This is an optimization exercise on Yosys and OpenROAD, whose aim is small area and a short achievable clock period, not a production implementation. In this exercise RTL edits were held to simulation tests only and were not proved equivalent to the original.

Design TopLevelCPU, start of the top module:
module TopLevelCPU (
    input wire clk,
    input wire rst,
    input wire mode_run,          
    input wire step,              
    input wire [2:0] reg_select,  
    input wire prog_we,           
    input wire [5:0] prog_addr,
    input wire [15:0] prog_data,
    output wire [15:0] pc_out,
    output wire [15:0] instr_out,
    output wire [15:0] reg_debug
);
    wire [15:0] instr;
    wire [15:0] mem_out;
    wire [3:0] opcode = instr[15:12];
    wire [2:0] rd = instr[11:9];
    wire [2:0] rs = instr[8:6];
    wire [2:0] rt = instr[5:3];
    wire [2:0] imm = instr[2:0];
    wire st_fetch, st_decode, st_exmem, st_wb, st_branch;
    ControlUnit CU (
        .clk(clk),
        .rst(rst),
        .opcode(opcode),
        .st_fetch(st_fetch),
        .st_decode(st_decode),
        .st_exmem(st_exmem),
        .st_wb(st_wb),
        .st_branch(st_branch)
    );
    wire [15:0] op1, op2;
    wire [15:0] write_data;
    wire rf_we = st_wb && (opcode != 4'b1101);
    RegisterFile RF (
        .clk(clk),
        .we(rf_we),
        .raddr1(rs),
        .raddr2(rt),
        .waddr(rd),
        .wdata(write_data),
        .reg_select(reg_select),
        .rdata1(op1),
        .rdata2(op2),
        .reg_data_selected(reg_debug)
    );
    wire [15:0] logic_r;
    wire equal = (logic_r == 16'd0);
    wire pc_load = st_branch && (!opcode[2] || (opcode[0] ? !equal : equal));
    ProgramCounter PC (
        .clk(clk),
        .rst(rst),
        .load(pc_load),
        .inc(st_fetch),
        .pc_in({4'b0000, instr[11:0]}),
        .pc_out(pc_out)
    );
    SimpleRAM RAM (
        .clk(clk),
        .we(st_exmem && opcode == 4'b1101),
        .addr(pc_out[5:0]),
        .din(op2),
        .prog_we(prog_we),
        .prog_addr(prog_addr),
        .prog_data(prog_data),
        .dout(mem_out)
    );
    InstructionRegister IR (
        .clk(clk),
        .rst(rst),
        .load(st_fetch),
        .instr_in(mem_out),
        .instr_out(instr)
    );
    wire op_fmul = (opcode == 4'b1011);
    wire op_sll = (opcode == 4'b0110);
    wire [15:0] mul_a = op_fmul ? {5'd0, 1'b1, op1[9:0]} : op1;
    wire [15:0] mul_b = op_fmul ? {5'd0, 1'b1, op2[9:0]} :
                        op_sll  ? {8'd0, 8'd1 << imm} : op2;
    reg [16:0] mul_acc;
    reg [5:0] mul_low;
  ...
Size: ~1200 flip-flops, ~78 I/O pins, about 51000 sq um of cells after synthesis.
export LEC_CHECK = 0
export CAP_MARGIN = 20
export CORE_MARGIN = 2
export CORE_UTILIZATION = 60
export CTS_CLUSTER_DIAMETER = 100
export CTS_CLUSTER_SIZE = 30
export GPL_TIMING_DRIVEN = 0
export PLACE_DENSITY = 0.7
export SLEW_MARGIN = 5
export SYNTH_HIERARCHICAL = 1
export SYNTH_MINIMUM_KEEP_SIZE = 0
create_clock -name core_clock -period 38.0 [get_ports {clk}]
standard.sh (not shown) runs the stock make flow with config.mk's settings and CLKGATE_MAP_FILE= SYNTH_SCRIPT=/design/flow/synth_recipe.tcl, a recipe that flattens the netlist after the stock synthesis.
==> flow/flow/run.sh <==
#!/bin/bash
# Layout flow: the standard flow (standard.sh, standard synthesis included)
# with two changes to how the layout is made, at the design's clock and
# constraints: the port buffers are buf_4 cells instead of the slow delay
# buffers buffer_ports picks by default, and timing repair aims for a setup
# slack margin so that it also speeds up paths that already meet the clock.
# make's full output goes to run_standard.log; each step's tool output is in
# orfs/logs/.
set -euo pipefail
bash standard.sh \
  "BUFFER_PORTS_ARGS=-buffer_cell sky130_fd_sc_hd__buf_4" \
  "SETUP_SLACK_MARGIN=22" \
  finish > run_standard.log 2>&1
The first run ran to the end with no violations.
Change:
--- a/flow/config.mk
+++ b/flow/config.mk
@@ -6,5 +6,5 @@
 export NUM_CORES = 4
 export LEC_CHECK = 0
-export CAP_MARGIN = 20
+export CAP_MARGIN = 10
 export CORE_MARGIN = 2
 export CORE_UTILIZATION = 60
@@ -13,5 +13,5 @@
 export GPL_TIMING_DRIVEN = 0
 export PLACE_DENSITY = 0.7
-export SLEW_MARGIN = 5
+export SLEW_MARGIN = 10
 export SYNTH_HIERARCHICAL = 1
 export SYNTH_MINIMUM_KEEP_SIZE = 0
Result:
- The new run finished clean
- clock-buffer cell count does not change
- final cell count goes down by about 2%
- synthesized cell count stays the same
- worst hold slack loses 0.017 ns
- design area goes down by about 2%

==> re-timing with driven ports <==
How much do the figures lean on ideal ports? The routed layouts below were timed once more, with nothing changed but the port constraints.
Step 1: set_driving_cell puts a clkbuf_16 on clk and a buf_2 on each other input, an assumption about the parent block.
Step 2 moves the port delays by t, midway between the first and last clock arrival at a register: inputs arrive t later, outputs are due t later. That takes back most of the time a late clock gives input paths.
a / b / c = ideal ports / drivers / drivers and shift; a / b = the first two.
run	t, ns	slack for setup (ns)	latest minus earliest clock arrival (ns)	worst data-port slew with drivers (ns)
the first run	0.709	21.600 / 21.543 / 21.543	0.059 / 0.059	0.07
the second run	0.703	21.575 / 21.535 / 21.535	0.061 / 0.061	0.07
After both steps setup and hold are still met in every run listed. The setup slack of the first run, which loses most, moves by -0.057 ns with the drivers and by -0.057 ns with both steps.
